This is an optimization exercise on Yosys and OpenROAD, whose aim is a short achievable clock period and few clock cycles, not a production implementation. In this exercise RTL edits were held to simulation tests only and were not proved equivalent to the original.

==> v15: inputs <==
Design riscv, start of the top module:
module riscv (
    input wire clk,
    input wire rst,   
    input  wire [31:0] inst_i,
    output wire [31:0] inst_addr_o,
    output wire        inst_ce_o,
    input  wire [31:0] data_i,
    output wire        data_we_o,
    output wire        data_ce_o,
    output wire [31:0] data_addr_o,
    output wire [31:0] data_o
);
    reg  [31:0] f_pc;
    reg         f_run;
    reg         d_valid;
    reg  [4:0]  d_rs1, d_rs2, d_rd;
    reg  [31:0] d_pc, d_pc4;
    reg  [31:0] d_r1, d_r2;           
    reg  [31:0] d_immpc;              
    reg  [31:0] d_immalu;             
    reg         d_op, d_opimm, d_load, d_store, d_br, d_lui, d_auipc, d_jal, d_jalr;
    reg         d_use1, d_use2, d_useimm, d_wen, d_pred;
    reg  [10:0] d_alu;                
    reg  [5:0]  d_bf;                 
    reg         d_fpred;              
    reg         d_bnop, d_bskip;      
    reg         x_valid;
  ...
==> flow/config.mk <==
export PLATFORM = sky130hd
export DESIGN_NAME = riscv
export DESIGN_NICKNAME = riscv
export VERILOG_FILES = /design/flow/design.v
export SDC_FILE = /design/flow/constraint.sdc
export NUM_CORES = 4
export LEC_CHECK = 0
export ABC_CLOCK_PERIOD_IN_PS = 2500
export CAP_MARGIN = 20
export CORE_MARGIN = 2
export CORE_UTILIZATION = 40
export SETUP_SLACK_MARGIN = 5
export SLEW_MARGIN = 20
==> flow/constraint.sdc <==
create_clock -name core_clock -period 8.0 [get_ports {clk}]
set_input_delay 1.6000 -clock core_clock [delete_from_list [all_inputs] [get_ports {clk}]]
set_output_delay 1.6000 -clock core_clock [all_outputs]
set_load 0.01 [all_outputs]
run.sh (not shown) runs the stock make flow with config.mk's settings and CLKGATE_MAP_FILE= SYNTH_SCRIPT=/design/flow/synth_recipe.tcl, a recipe that flattens the netlist after the stock synthesis.
==> v29: changes against v15 <==
--- a/flow/design.v
+++ b/flow/design.v
@@ -28,11 +28,14 @@
     reg         x_wen, x_load, x_store, x_br, x_jalr, x_pred, x_skip;
     reg  [4:0]  x_rd;
     reg  [31:0] x_a, x_b, x_s, x_pre, x_alt;
     reg         x_fa, x_fb, x_fs;     
     reg         x_rz, x_rzv;          
-    reg         x_faa, x_fba, x_fac, x_fbc;   
+    reg         d_dep1, d_nm1, d_nml1, d_nw1, d_nv1;
+    reg         x_faa, x_fba;         
+    reg         x_fac, x_fbc;         
+    reg         x_fas, x_fbs;         
     reg  [10:0] x_alu;
     reg  [5:0]  x_bm;                 
     reg         m_wen, m_load, m_store, m_ce;
     reg  [4:0]  m_rd;
     reg  [31:0] m_res, m_sdata;
@@ -116,10 +119,22 @@
                           (v_wen && v_rd == d_rs2) ? v_data : d_r2;
     wire load_use = d_valid && x_valid && x_load &&
                     ((d_use1 && x_rd == d_rs1) || (d_use2 && x_rd == d_rs2));
     wire jr_early = d_jalr && x_valid && x_wen && x_alu[A_PRE] && x_rd == d_rs1;
     wire [31:0] jr_sum = x_pre + d_immalu;
+    wire [31:0] rs1_nl = (m_wen && !m_load && m_rd == d_rs1) ? m_res :
+                         (w_wen && w_rd == d_rs1) ? w_data :
+                         (v_wen && v_rd == d_rs1) ? v_data : d_r1;
+    wire [31:0] rs2_nl = (m_wen && !m_load && m_rd == d_rs2) ? m_res :
+                         (w_wen && w_rd == d_rs2) ? w_data :
+                         (v_wen && v_rd == d_rs2) ? v_data : d_r2;
+    wire z_m  = sum_is_zero(m_res, d_immalu);
+    wire z_w  = sum_is_zero(w_data, d_immalu);
+    wire z_v  = sum_is_zero(v_data, d_immalu);
+    wire z_r  = sum_is_zero(d_r1, d_immalu);
+    wire d_z  = d_nm1 ? z_m : (d_nw1 ? z_w : (d_nv1 ? z_v : z_r));
+    wire d_zv = d_valid && d_opimm && d_alu[A_ADD] && d_wen && !d_dep1 && !d_nml1;
     wire e_dep1 = x_valid && x_wen && !x_load && x_rd == d_rs1;
     wire e_dep2 = x_valid && x_wen && !x_load && x_rd == d_rs2;
     wire e_ok   = d_br && (d_bf[B_EQ] | d_bf[B_NE]) && !d_bnop && !d_bskip && x_rzv &&
                   ((e_dep1 && d_rs2 == 5'd0) || (e_dep2 && d_rs1 == 5'd0));
     wire e_mis  = e_ok && ((d_bf[B_EQ] ? x_rz : ~x_rz) ^ d_pred);
@@ -140,12 +155,16 @@
     wire [31:0] s = x_fs ? m_res : x_s;
     wire [31:0] aa = x_faa ? m_res : x_a;      
     wire [31:0] ba = x_fba ? m_res : x_b;
     wire [31:0] ac = x_fac ? m_res : x_a;      
     wire [31:0] bc = x_fbc ? m_res : x_b;
+    wire [31:0] as = x_fas ? m_res : x_a;      
+    wire [31:0] bs = x_fbs ? m_res : x_b;
     wire [31:0] sum = aa + ba;
-    wire [31:0] dif = ac - bc;
+    wire [31:0] dif = as - bs;
+    wire        sltu_r = as < bs;
+    wire        slt_r  = (as[31] ^ bs[31]) ? as[31] : sltu_r;
     wire        ltu = ac < bc;
     wire        lt  = (ac[31] ^ bc[31]) ? ac[31] : ltu;
     wire        eq  = ac == bc;
     wire wrong = (x_bm[B_EQ] & eq) | (x_bm[B_NE] & ~eq) | (x_bm[B_LT] & lt) |
                  (x_bm[B_GE] & ~lt) | (x_bm[B_LTU] & ltu) | (x_bm[B_GEU] & ~ltu);
@@ -155,12 +174,12 @@
     wire [31:0] sha = a_s >>> b[4:0];
     wire [31:0] result =
         ({32{x_alu[A_ADD]}}  & sum) |
         ({32{x_alu[A_SUB]}}  & dif) |
         ({32{x_alu[A_SLL]}}  & shl) |
-        ({32{x_alu[A_SLT]}}  & {31'd0, lt}) |
-        ({32{x_alu[A_SLTU]}} & {31'd0, ltu}) |
+        ({32{x_alu[A_SLT]}}  & {31'd0, slt_r}) |
+        ({32{x_alu[A_SLTU]}} & {31'd0, sltu_r}) |
         ({32{x_alu[A_XOR]}}  & (a ^ b)) |
         ({32{x_alu[A_SRL]}}  & shr) |
         ({32{x_alu[A_SRA]}}  & sha) |
         ({32{x_alu[A_OR]}}   & (a | b)) |
         ({32{x_alu[A_AND]}}  & (a & b)) |
@@ -177,11 +196,14 @@
     wire [8:0]  f_jlo   = {1'b0, f_pc[7:0]} + {1'b0, fimm_j[7:0]};
     wire [8:0]  f_blo   = {1'b0, f_pc[7:0]} + {1'b0, fimm_b[7:0]};
     wire        f_jnear = fimm_j[20:8] == {13{f_isgn}} && f_jlo[8] == f_isgn;
     wire        f_bnear = fimm_b[12:8] == {5{f_isgn}} && f_blo[8] == f_isgn;
     wire        f_jp    = f_jal & f_jnear;
-    wire        f_bp    = f_br & f_isgn & f_bnear;
+    wire        f_zsel  = f_br && (ff3 == 3'b000 || ff3 == 3'b001) && d_zv &&
+                          ((frs2 == 5'd0 && frs1 == d_rd) || (frs1 == 5'd0 && frs2 == d_rd));
+    wire        f_exit  = f_zsel && ((ff3 == 3'b000) ? !d_z : d_z);
+    wire        f_bp    = f_br & f_isgn & f_bnear & !f_exit;
     wire        f_fpred = f_jp | f_bp;
     wire [31:0] f_btgt  = {f_pc[31:8], f_jal ? f_jlo[7:0] : f_blo[7:0]};
     always @(posedge clk or posedge rst) begin
         if (rst) begin
             f_pc  <= 32'd0;
@@ -207,10 +229,19 @@
             d_valid <= 1'b0;
         end else if (!load_use) begin
             d_valid <= f_run && !d_redir;
         end
     end
+    wire [4:0] n_rs1 = load_use ? d_rs1 : frs1;
+    wire       n_xw  = d_valid && !load_use && !x_kill && d_wen && !d_load;
+    always @(posedge clk) begin
+        d_dep1 <= n_xw && d_rd == frs1;
+        d_nm1  <= x_valid && x_wen && !x_load && x_rd == n_rs1;
+        d_nml1 <= x_valid && x_wen && x_load && x_rd == n_rs1;
+        d_nw1  <= m_wen && m_rd == n_rs1;
+        d_nv1  <= w_wen && w_rd == n_rs1;
+    end
     always @(posedge clk) begin
         if (load_use) begin
             d_r1 <= rs1_val;
             d_r2 <= rs2_val;
         end else begin
@@ -234,11 +265,11 @@
             d_jalr   <= f_jalr;
             d_use1   <= f_arith | f_load | f_store | f_br | f_jalr;
             d_use2   <= f_op | f_store | f_br;
             d_useimm <= f_opimm | f_load | f_store | f_jalr;
             d_wen    <= (f_arith | f_load | f_lui | f_auipc | f_jal | f_jalr) && frd != 5'd0;
-            d_pred   <= f_jal | (f_br & fi[31]);
+            d_pred   <= f_jal | (f_br & fi[31] & !f_exit);
             d_alu    <= f_alu;
             d_bf     <= f_bf;
             d_fpred  <= f_fpred;
             d_bnop   <= f_br & fimm_b == 32'd4;
             d_bskip  <= f_br & fimm_b == 32'd8;
@@ -256,12 +287,13 @@
     always @(posedge clk) begin
         x_wen   <= d_wen;
         x_load  <= d_load;
         x_store <= d_store;
         x_br    <= d_br & !d_bnop & !skip_ok & !e_ok;
-        x_rz    <= sum_is_zero(rs1_val, d_useimm ? d_immalu : rs2_val);
-        x_rzv   <= d_alu[A_ADD] && !(fwd_ok && (x_rd == d_rs1 || (x_rd == d_rs2 && !d_useimm)));
+        x_rz    <= sum_is_zero(rs1_nl, d_useimm ? d_immalu : rs2_nl);
+        x_rzv   <= d_alu[A_ADD] && !(fwd_ok && (x_rd == d_rs1 || (x_rd == d_rs2 && !d_useimm))) &&
+                   !(m_load && m_wen && (m_rd == d_rs1 || (m_rd == d_rs2 && !d_useimm)));
         x_skip  <= skip_ok;
         x_jalr  <= d_jalr & !jr_early;
         x_pred  <= d_pred;
         x_rd    <= d_rd;
         x_a     <= rs1_val;
@@ -271,12 +303,14 @@
         x_alt   <= d_pred ? d_pc4 : d_target;
         x_fa    <= fwd_ok && x_rd == d_rs1;
         x_fb    <= fwd_ok && x_rd == d_rs2 && !d_useimm;
         x_faa   <= fwd_ok && x_rd == d_rs1 && (d_alu[A_ADD] | d_jalr);
         x_fba   <= fwd_ok && x_rd == d_rs2 && !d_useimm && (d_alu[A_ADD] | d_jalr);
-        x_fac   <= fwd_ok && x_rd == d_rs1 && (d_alu[A_SUB] | d_alu[A_SLT] | d_alu[A_SLTU] | d_br);
-        x_fbc   <= fwd_ok && x_rd == d_rs2 && !d_useimm && (d_alu[A_SUB] | d_alu[A_SLT] | d_alu[A_SLTU] | d_br);
+        x_fac   <= fwd_ok && x_rd == d_rs1 && d_br;
+        x_fbc   <= fwd_ok && x_rd == d_rs2 && d_br;
+        x_fas   <= fwd_ok && x_rd == d_rs1 && (d_alu[A_SUB] | d_alu[A_SLT] | d_alu[A_SLTU]);
+        x_fbs   <= fwd_ok && x_rd == d_rs2 && !d_useimm && (d_alu[A_SUB] | d_alu[A_SLT] | d_alu[A_SLTU]);
         x_fs    <= fwd_ok && x_rd == d_rs2;
         x_alu   <= d_alu;
         x_bm    <= d_pred ? {d_bf[B_LTU], d_bf[B_GEU], d_bf[B_LT], d_bf[B_GE],
                                  d_bf[B_EQ], d_bf[B_NE]} : d_bf;
     end
==> v21: changes against v15 <==
--- a/flow/design.v
+++ b/flow/design.v
@@ -28,10 +28,11 @@
     reg         x_wen, x_load, x_store, x_br, x_jalr, x_pred, x_skip;
     reg  [4:0]  x_rd;
     reg  [31:0] x_a, x_b, x_s, x_pre, x_alt;
     reg         x_fa, x_fb, x_fs;     
     reg         x_rz, x_rzv;          
+    reg         d_dep1, d_nm1, d_nml1, d_nw1, d_nv1;
     reg         x_faa, x_fba, x_fac, x_fbc;   
     reg  [10:0] x_alu;
     reg  [5:0]  x_bm;                 
     reg         m_wen, m_load, m_store, m_ce;
     reg  [4:0]  m_rd;
@@ -116,10 +117,22 @@
                           (v_wen && v_rd == d_rs2) ? v_data : d_r2;
     wire load_use = d_valid && x_valid && x_load &&
                     ((d_use1 && x_rd == d_rs1) || (d_use2 && x_rd == d_rs2));
     wire jr_early = d_jalr && x_valid && x_wen && x_alu[A_PRE] && x_rd == d_rs1;
     wire [31:0] jr_sum = x_pre + d_immalu;
+    wire [31:0] rs1_nl = (m_wen && !m_load && m_rd == d_rs1) ? m_res :
+                         (w_wen && w_rd == d_rs1) ? w_data :
+                         (v_wen && v_rd == d_rs1) ? v_data : d_r1;
+    wire [31:0] rs2_nl = (m_wen && !m_load && m_rd == d_rs2) ? m_res :
+                         (w_wen && w_rd == d_rs2) ? w_data :
+                         (v_wen && v_rd == d_rs2) ? v_data : d_r2;
+    wire z_m  = sum_is_zero(m_res, d_immalu);
+    wire z_w  = sum_is_zero(w_data, d_immalu);
+    wire z_v  = sum_is_zero(v_data, d_immalu);
+    wire z_r  = sum_is_zero(d_r1, d_immalu);
+    wire d_z  = d_nm1 ? z_m : (d_nw1 ? z_w : (d_nv1 ? z_v : z_r));
+    wire d_zv = d_valid && d_opimm && d_alu[A_ADD] && d_wen && !d_dep1 && !d_nml1;
     wire e_dep1 = x_valid && x_wen && !x_load && x_rd == d_rs1;
     wire e_dep2 = x_valid && x_wen && !x_load && x_rd == d_rs2;
     wire e_ok   = d_br && (d_bf[B_EQ] | d_bf[B_NE]) && !d_bnop && !d_bskip && x_rzv &&
                   ((e_dep1 && d_rs2 == 5'd0) || (e_dep2 && d_rs1 == 5'd0));
     wire e_mis  = e_ok && ((d_bf[B_EQ] ? x_rz : ~x_rz) ^ d_pred);
@@ -177,11 +190,14 @@
     wire [8:0]  f_jlo   = {1'b0, f_pc[7:0]} + {1'b0, fimm_j[7:0]};
     wire [8:0]  f_blo   = {1'b0, f_pc[7:0]} + {1'b0, fimm_b[7:0]};
     wire        f_jnear = fimm_j[20:8] == {13{f_isgn}} && f_jlo[8] == f_isgn;
     wire        f_bnear = fimm_b[12:8] == {5{f_isgn}} && f_blo[8] == f_isgn;
     wire        f_jp    = f_jal & f_jnear;
-    wire        f_bp    = f_br & f_isgn & f_bnear;
+    wire        f_zsel  = f_br && (ff3 == 3'b000 || ff3 == 3'b001) && d_zv &&
+                          ((frs2 == 5'd0 && frs1 == d_rd) || (frs1 == 5'd0 && frs2 == d_rd));
+    wire        f_exit  = f_zsel && ((ff3 == 3'b000) ? !d_z : d_z);
+    wire        f_bp    = f_br & f_isgn & f_bnear & !f_exit;
     wire        f_fpred = f_jp | f_bp;
     wire [31:0] f_btgt  = {f_pc[31:8], f_jal ? f_jlo[7:0] : f_blo[7:0]};
     always @(posedge clk or posedge rst) begin
         if (rst) begin
             f_pc  <= 32'd0;
@@ -207,10 +223,19 @@
             d_valid <= 1'b0;
         end else if (!load_use) begin
             d_valid <= f_run && !d_redir;
         end
     end
+    wire [4:0] n_rs1 = load_use ? d_rs1 : frs1;
+    wire       n_xw  = d_valid && !load_use && !x_kill && d_wen && !d_load;
+    always @(posedge clk) begin
+        d_dep1 <= n_xw && d_rd == frs1;
+        d_nm1  <= x_valid && x_wen && !x_load && x_rd == n_rs1;
+        d_nml1 <= x_valid && x_wen && x_load && x_rd == n_rs1;
+        d_nw1  <= m_wen && m_rd == n_rs1;
+        d_nv1  <= w_wen && w_rd == n_rs1;
+    end
     always @(posedge clk) begin
         if (load_use) begin
             d_r1 <= rs1_val;
             d_r2 <= rs2_val;
         end else begin
@@ -234,11 +259,11 @@
             d_jalr   <= f_jalr;
             d_use1   <= f_arith | f_load | f_store | f_br | f_jalr;
             d_use2   <= f_op | f_store | f_br;
             d_useimm <= f_opimm | f_load | f_store | f_jalr;
             d_wen    <= (f_arith | f_load | f_lui | f_auipc | f_jal | f_jalr) && frd != 5'd0;
-            d_pred   <= f_jal | (f_br & fi[31]);
+            d_pred   <= f_jal | (f_br & fi[31] & !f_exit);
             d_alu    <= f_alu;
             d_bf     <= f_bf;
             d_fpred  <= f_fpred;
             d_bnop   <= f_br & fimm_b == 32'd4;
             d_bskip  <= f_br & fimm_b == 32'd8;
@@ -256,12 +281,13 @@
     always @(posedge clk) begin
         x_wen   <= d_wen;
         x_load  <= d_load;
         x_store <= d_store;
         x_br    <= d_br & !d_bnop & !skip_ok & !e_ok;
-        x_rz    <= sum_is_zero(rs1_val, d_useimm ? d_immalu : rs2_val);
-        x_rzv   <= d_alu[A_ADD] && !(fwd_ok && (x_rd == d_rs1 || (x_rd == d_rs2 && !d_useimm)));
+        x_rz    <= sum_is_zero(rs1_nl, d_useimm ? d_immalu : rs2_nl);
+        x_rzv   <= d_alu[A_ADD] && !(fwd_ok && (x_rd == d_rs1 || (x_rd == d_rs2 && !d_useimm))) &&
+                   !(m_load && m_wen && (m_rd == d_rs1 || (m_rd == d_rs2 && !d_useimm)));
         x_skip  <= skip_ok;
         x_jalr  <= d_jalr & !jr_early;
         x_pred  <= d_pred;
         x_rd    <= d_rd;
         x_a     <= rs1_val;
==> v4: changes against v15 <==
--- a/flow/design.v
+++ b/flow/design.v
@@ -28,11 +28,13 @@
     reg         x_wen, x_load, x_store, x_br, x_jalr, x_pred, x_skip;
     reg  [4:0]  x_rd;
     reg  [31:0] x_a, x_b, x_s, x_pre, x_alt;
     reg         x_fa, x_fb, x_fs;     
     reg         x_rz, x_rzv;          
-    reg         x_faa, x_fba, x_fac, x_fbc;   
+    reg         x_faa, x_fba;         
+    reg         x_fac, x_fbc;         
+    reg         x_fas, x_fbs;         
     reg  [10:0] x_alu;
     reg  [5:0]  x_bm;                 
     reg         m_wen, m_load, m_store, m_ce;
     reg  [4:0]  m_rd;
     reg  [31:0] m_res, m_sdata;
@@ -116,10 +118,16 @@
                           (v_wen && v_rd == d_rs2) ? v_data : d_r2;
     wire load_use = d_valid && x_valid && x_load &&
                     ((d_use1 && x_rd == d_rs1) || (d_use2 && x_rd == d_rs2));
     wire jr_early = d_jalr && x_valid && x_wen && x_alu[A_PRE] && x_rd == d_rs1;
     wire [31:0] jr_sum = x_pre + d_immalu;
+    wire [31:0] rs1_nl = (m_wen && !m_load && m_rd == d_rs1) ? m_res :
+                         (w_wen && w_rd == d_rs1) ? w_data :
+                         (v_wen && v_rd == d_rs1) ? v_data : d_r1;
+    wire [31:0] rs2_nl = (m_wen && !m_load && m_rd == d_rs2) ? m_res :
+                         (w_wen && w_rd == d_rs2) ? w_data :
+                         (v_wen && v_rd == d_rs2) ? v_data : d_r2;
     wire e_dep1 = x_valid && x_wen && !x_load && x_rd == d_rs1;
     wire e_dep2 = x_valid && x_wen && !x_load && x_rd == d_rs2;
     wire e_ok   = d_br && (d_bf[B_EQ] | d_bf[B_NE]) && !d_bnop && !d_bskip && x_rzv &&
                   ((e_dep1 && d_rs2 == 5'd0) || (e_dep2 && d_rs1 == 5'd0));
     wire e_mis  = e_ok && ((d_bf[B_EQ] ? x_rz : ~x_rz) ^ d_pred);
@@ -140,12 +148,16 @@
     wire [31:0] s = x_fs ? m_res : x_s;
     wire [31:0] aa = x_faa ? m_res : x_a;      
     wire [31:0] ba = x_fba ? m_res : x_b;
     wire [31:0] ac = x_fac ? m_res : x_a;      
     wire [31:0] bc = x_fbc ? m_res : x_b;
+    wire [31:0] as = x_fas ? m_res : x_a;      
+    wire [31:0] bs = x_fbs ? m_res : x_b;
     wire [31:0] sum = aa + ba;
-    wire [31:0] dif = ac - bc;
+    wire [31:0] dif = as - bs;
+    wire        sltu_r = as < bs;
+    wire        slt_r  = (as[31] ^ bs[31]) ? as[31] : sltu_r;
     wire        ltu = ac < bc;
     wire        lt  = (ac[31] ^ bc[31]) ? ac[31] : ltu;
     wire        eq  = ac == bc;
     wire wrong = (x_bm[B_EQ] & eq) | (x_bm[B_NE] & ~eq) | (x_bm[B_LT] & lt) |
                  (x_bm[B_GE] & ~lt) | (x_bm[B_LTU] & ltu) | (x_bm[B_GEU] & ~ltu);
@@ -155,12 +167,12 @@
     wire [31:0] sha = a_s >>> b[4:0];
     wire [31:0] result =
         ({32{x_alu[A_ADD]}}  & sum) |
         ({32{x_alu[A_SUB]}}  & dif) |
         ({32{x_alu[A_SLL]}}  & shl) |
-        ({32{x_alu[A_SLT]}}  & {31'd0, lt}) |
-        ({32{x_alu[A_SLTU]}} & {31'd0, ltu}) |
+        ({32{x_alu[A_SLT]}}  & {31'd0, slt_r}) |
+        ({32{x_alu[A_SLTU]}} & {31'd0, sltu_r}) |
         ({32{x_alu[A_XOR]}}  & (a ^ b)) |
         ({32{x_alu[A_SRL]}}  & shr) |
         ({32{x_alu[A_SRA]}}  & sha) |
         ({32{x_alu[A_OR]}}   & (a | b)) |
         ({32{x_alu[A_AND]}}  & (a & b)) |
@@ -256,12 +268,13 @@
     always @(posedge clk) begin
         x_wen   <= d_wen;
         x_load  <= d_load;
         x_store <= d_store;
         x_br    <= d_br & !d_bnop & !skip_ok & !e_ok;
-        x_rz    <= sum_is_zero(rs1_val, d_useimm ? d_immalu : rs2_val);
-        x_rzv   <= d_alu[A_ADD] && !(fwd_ok && (x_rd == d_rs1 || (x_rd == d_rs2 && !d_useimm)));
+        x_rz    <= sum_is_zero(rs1_nl, d_useimm ? d_immalu : rs2_nl);
+        x_rzv   <= d_alu[A_ADD] && !(fwd_ok && (x_rd == d_rs1 || (x_rd == d_rs2 && !d_useimm))) &&
+                   !(m_load && m_wen && (m_rd == d_rs1 || (m_rd == d_rs2 && !d_useimm)));
         x_skip  <= skip_ok;
         x_jalr  <= d_jalr & !jr_early;
         x_pred  <= d_pred;
         x_rd    <= d_rd;
         x_a     <= rs1_val;
@@ -271,12 +284,14 @@
         x_alt   <= d_pred ? d_pc4 : d_target;
         x_fa    <= fwd_ok && x_rd == d_rs1;
         x_fb    <= fwd_ok && x_rd == d_rs2 && !d_useimm;
         x_faa   <= fwd_ok && x_rd == d_rs1 && (d_alu[A_ADD] | d_jalr);
         x_fba   <= fwd_ok && x_rd == d_rs2 && !d_useimm && (d_alu[A_ADD] | d_jalr);
-        x_fac   <= fwd_ok && x_rd == d_rs1 && (d_alu[A_SUB] | d_alu[A_SLT] | d_alu[A_SLTU] | d_br);
-        x_fbc   <= fwd_ok && x_rd == d_rs2 && !d_useimm && (d_alu[A_SUB] | d_alu[A_SLT] | d_alu[A_SLTU] | d_br);
+        x_fac   <= fwd_ok && x_rd == d_rs1 && d_br;
+        x_fbc   <= fwd_ok && x_rd == d_rs2 && d_br;
+        x_fas   <= fwd_ok && x_rd == d_rs1 && (d_alu[A_SUB] | d_alu[A_SLT] | d_alu[A_SLTU]);
+        x_fbs   <= fwd_ok && x_rd == d_rs2 && !d_useimm && (d_alu[A_SUB] | d_alu[A_SLT] | d_alu[A_SLTU]);
         x_fs    <= fwd_ok && x_rd == d_rs2;
         x_alu   <= d_alu;
         x_bm    <= d_pred ? {d_bf[B_LTU], d_bf[B_GEU], d_bf[B_LT], d_bf[B_GE],
                                  d_bf[B_EQ], d_bf[B_NE]} : d_bf;
     end
==> summary of the runs <==
- The lowest clock-buffer cell count belongs to v4, the highest to v15.
- Utilization: v15 < v4 < v29 < v21.
- Register-to-register slack, lowest first: v29, v4, v21, v15.
- Against v4, the sequential share of layout area of v21 is lower by 2.2 points.
- Maximum frequency, lowest first: v29, v4, v21, v15.
- Against v29, the via count of v21 is lower by 0.98%.
Testbench counts of v15, summed over its fixed seeds: cycles 49,649.
Testbench counts of v29, summed over its fixed seeds: cycles 48,439.
Testbench counts of v21, summed over its fixed seeds: cycles 48,439.
Testbench counts of v4, summed over its fixed seeds: cycles 49,649.

[what the ideal ports hide]
The results above use ideal ports. As a check the final layouts listed here were re-extracted and re-timed, cells and wires unchanged. Step 1 sets driving cells, clkbuf_16 on the clock port and buf_2 on the other inputs (assumed; they add their load-dependent delay and slew). Step 2 moves the port delays by t, midway between the first and last clock arrival at a register: inputs arrive t later, outputs are due t later. That takes back most of the time a late clock gives input paths. a / b / c = ideal ports / drivers / drivers and shift; a / b = the first two.
run	t (ns)	slack for setup (ns)	worst setup path after step 2
v15	0.929	4.102 / 4.102 / 3.368	input to register
v29	0.942	3.868 / 3.868 / 3.042	input to register
v21	0.956	4.085 / 4.085 / 3.263	input to register
v4	0.943	3.902 / 3.902 / 3.093	input to register
After both steps every run listed still meets setup and hold. The setup slack of v29, which loses most, moves by 0.000 ns with the drivers and by -0.826 ns with both steps.
